This is an optimization exercise on Yosys and OpenROAD, whose aim is a short achievable clock period and few clock cycles, not a production implementation.
Function was checked by simulation only, so behaviour that the tests miss may differ from the original.

== JK ==
// mips_cpu
module mips_cpu(
	input clk,
	input rst,
	output [31:0] imem_addr,
	input  [31:0] imem_data,
	output [17:0] sram_addr,
	output [15:0] sram_dq_out,
	input  [15:0] sram_dq_in,
	output sram_we_n
);
	localparam QD = 4;           
	localparam QB = 3;           
	localparam [5:0] OP_ADD = 6'b000001, OP_SUB = 6'b000011, OP_AND = 6'b000101,
		OP_OR = 6'b000110, OP_NOR = 6'b000111, OP_XOR = 6'b001000, OP_SLA = 6'b001001,
		OP_SLL = 6'b001010, OP_SRA = 6'b001011, OP_SRL = 6'b001100, OP_ADDI = 6'b100000,
		OP_SUBI = 6'b100001, OP_LD = 6'b100100, OP_ST = 6'b100101, OP_BEZ = 6'b101000,
		OP_BNE = 6'b101001, OP_JMP = 6'b101010;
	reg  [31:0] pc;
	reg  [31:0] d_ins;           
	reg  [31:0] d_pc4;
	reg         e_wen, e_load, e_store, e_bez, e_bne, e_jmp, e_brnz, e_pred;
	reg  [4:0]  e_dst;
	reg         e_sub, e_add, e_and, e_or, e_nor, e_xor, e_sll, e_srl, e_sra;
	reg  [31:0] e_a, e_b, e_rt, e_pc4, e_tgt;
	reg  [3:0]  e_fa, e_fb, e_ft;    
	reg         m1_wen, m1_load;
	reg  [4:0]  m1_dst;
	reg  [31:0] m1_res;
	reg         m2_wen, m2_load, m2_usedq;
	reg  [4:0]  m2_dst;
	reg  [31:0] m2_res;
	reg         w_wen;
	reg  [4:0]  w_dst;
	reg  [31:0] w_val;
	reg  [7:0]  q_w [0:QD-1];
	reg  [31:0] q_d [0:QD-1];
	reg  [QB-1:0] q_cnt;
	reg         q_ph;            
	reg  [8:0]  s_addr;
	reg  [15:0] s_dq;
	reg         s_we_n;
	assign imem_addr   = pc;
	assign sram_addr   = {9'd0, s_addr};
	assign sram_dq_out = s_dq;
	assign sram_we_n   = s_we_n;
	wire [5:0]  op  = d_ins[31:26];
	wire [4:0]  rs  = d_ins[25:21];
	wire [4:0]  rt  = d_ins[20:16];
	wire [4:0]  rd  = d_ins[15:11];
	wire [31:0] imm = {{16{d_ins[15]}}, d_ins[15:0]};
	wire        imm_nz = |d_ins[15:0];
	wire i_add  = op == OP_ADD,  i_sub  = op == OP_SUB,  i_and = op == OP_AND;
	wire i_or   = op == OP_OR,   i_nor  = op == OP_NOR,  i_xor = op == OP_XOR;
	wire i_sll  = op == OP_SLA || op == OP_SLL;
	wire i_sra  = op == OP_SRA,  i_srl  = op == OP_SRL;
	wire i_addi = op == OP_ADDI, i_subi = op == OP_SUBI;
	wire i_ld   = op == OP_LD,   i_st   = op == OP_ST;
	wire i_bez  = op == OP_BEZ,  i_bne  = op == OP_BNE,  i_jmp = op == OP_JMP;
	wire i_rtype = i_add | i_sub | i_and | i_or | i_nor | i_xor | i_sll | i_sra | i_srl;
	wire i_itype = i_addi | i_subi | i_ld;
	wire use_rs  = i_rtype | i_itype | i_st | i_bez | i_bne;
  ...
clock: 15.0 ns
lec_check: 0
abc_clock_period_in_ps: 4000
cap_margin: 20
core_margin: 2
core_utilization: 40
place_density: 0.6
setup_slack_margin: 5
slew_margin: 20
run.sh (not shown) runs the stock make flow with config.mk's settings and CLKGATE_MAP_FILE= SYNTH_SCRIPT=/design/flow/synth_recipe.tcl, a recipe that flattens the netlist after the stock synthesis.
JK reached the final stage; the timing, design-rule and antenna checks on its layout passed.
Testbench counts of JK, summed over its fixed seeds: cycles 26,935.
#### Input delta (MS over JK)
==> flow/flow/run.sh (new file) <==
#!/bin/bash
# Standard ORFS layout; timing repair aims at a margin below the clock period so that the
# achieved period (clock period less setup slack) is as short as the logic allows.
set -euo pipefail
bash standard.sh SETUP_SLACK_MARGIN=10.5 finish > orfs_finish.log 2>&1
==> flow/standard.sh (new file) <==
#!/bin/bash
# synth_recipe.tcl (not shown) runs the flow's synth.tcl, then flattens the netlist and writes it again
# the make line also repeats each setting of config.mk as NAME=value (left out here)
make -C /OpenROAD-flow-scripts/flow DESIGN_CONFIG=/design/flow/config.mk WORK_HOME=/design/flow/orfs CLKGATE_MAP_FILE= SYNTH_SCRIPT=/design/flow/synth_recipe.tcl "${@:-finish}"
diff --git a/flow/config.mk b/flow/config.mk
--- a/flow/config.mk
+++ b/flow/config.mk
@@ -13 +12,0 @@
-export SETUP_SLACK_MARGIN = 5
removed: flow/run.sh
Findings:
In MS, the ratio of final minimum period to clock period came out 6.2 points below the value in JK. Against JK, MS comes in 0.62% higher on met2 wire length. Higher routed wire length was reported by JK, not MS. JK reached the end of the flow, and the finished layout is clean on the timing, design-rule and antenna checks. Per the final summary, MS finished and its layout is clean on timing, DRC and antenna. Compared with JK, MS shows number of clock buffers inserted by TritonCTS that has gone down slightly. MS: detailed-placement wirelength estimate is 1300 um higher than what JK reported. JK → MS: number of signal-net buffers in the layout moved up, largest vdd supply drop now smaller. d_ins[25] as the startpoint of the worst setup timing path was reported by MS, and w_val[3] by JK.

==> port drivers added, routing unchanged <==
How much do the figures lean on ideal ports? The routed layouts below were timed once more, with nothing changed but the port constraints. Step 1 sets driving cells, clkbuf_16 on the clock port and buf_2 on the other inputs (assumed; they add their load-dependent delay and slew). Step 2 also shifts input and output timing later by t, the mid clock arrival at the registers, as if the neighbouring blocks saw the same clock. Three values: no drivers, after step 1, after step 2; two values: the first two.
run	t (ns)	setup WS [ns]	worst setup path at the end	clock arrival spread, ns	worst register clock-pin slew, ns
JK	0.930	9.353 / 9.353 / 8.909	input, reset recovery	0.061 / 0.061	0.07 / 0.07
MS	0.922	10.280 / 10.280 / 9.780	input, reset recovery	0.100 / 0.100	0.08 / 0.08
After both steps setup and hold are still met in every run listed. For MS, which loses most, drivers alone change the setup slack by 0.000 ns; drivers and shift together by -0.500 ns. The worst setup slack also covers recovery checks on asynchronous resets.
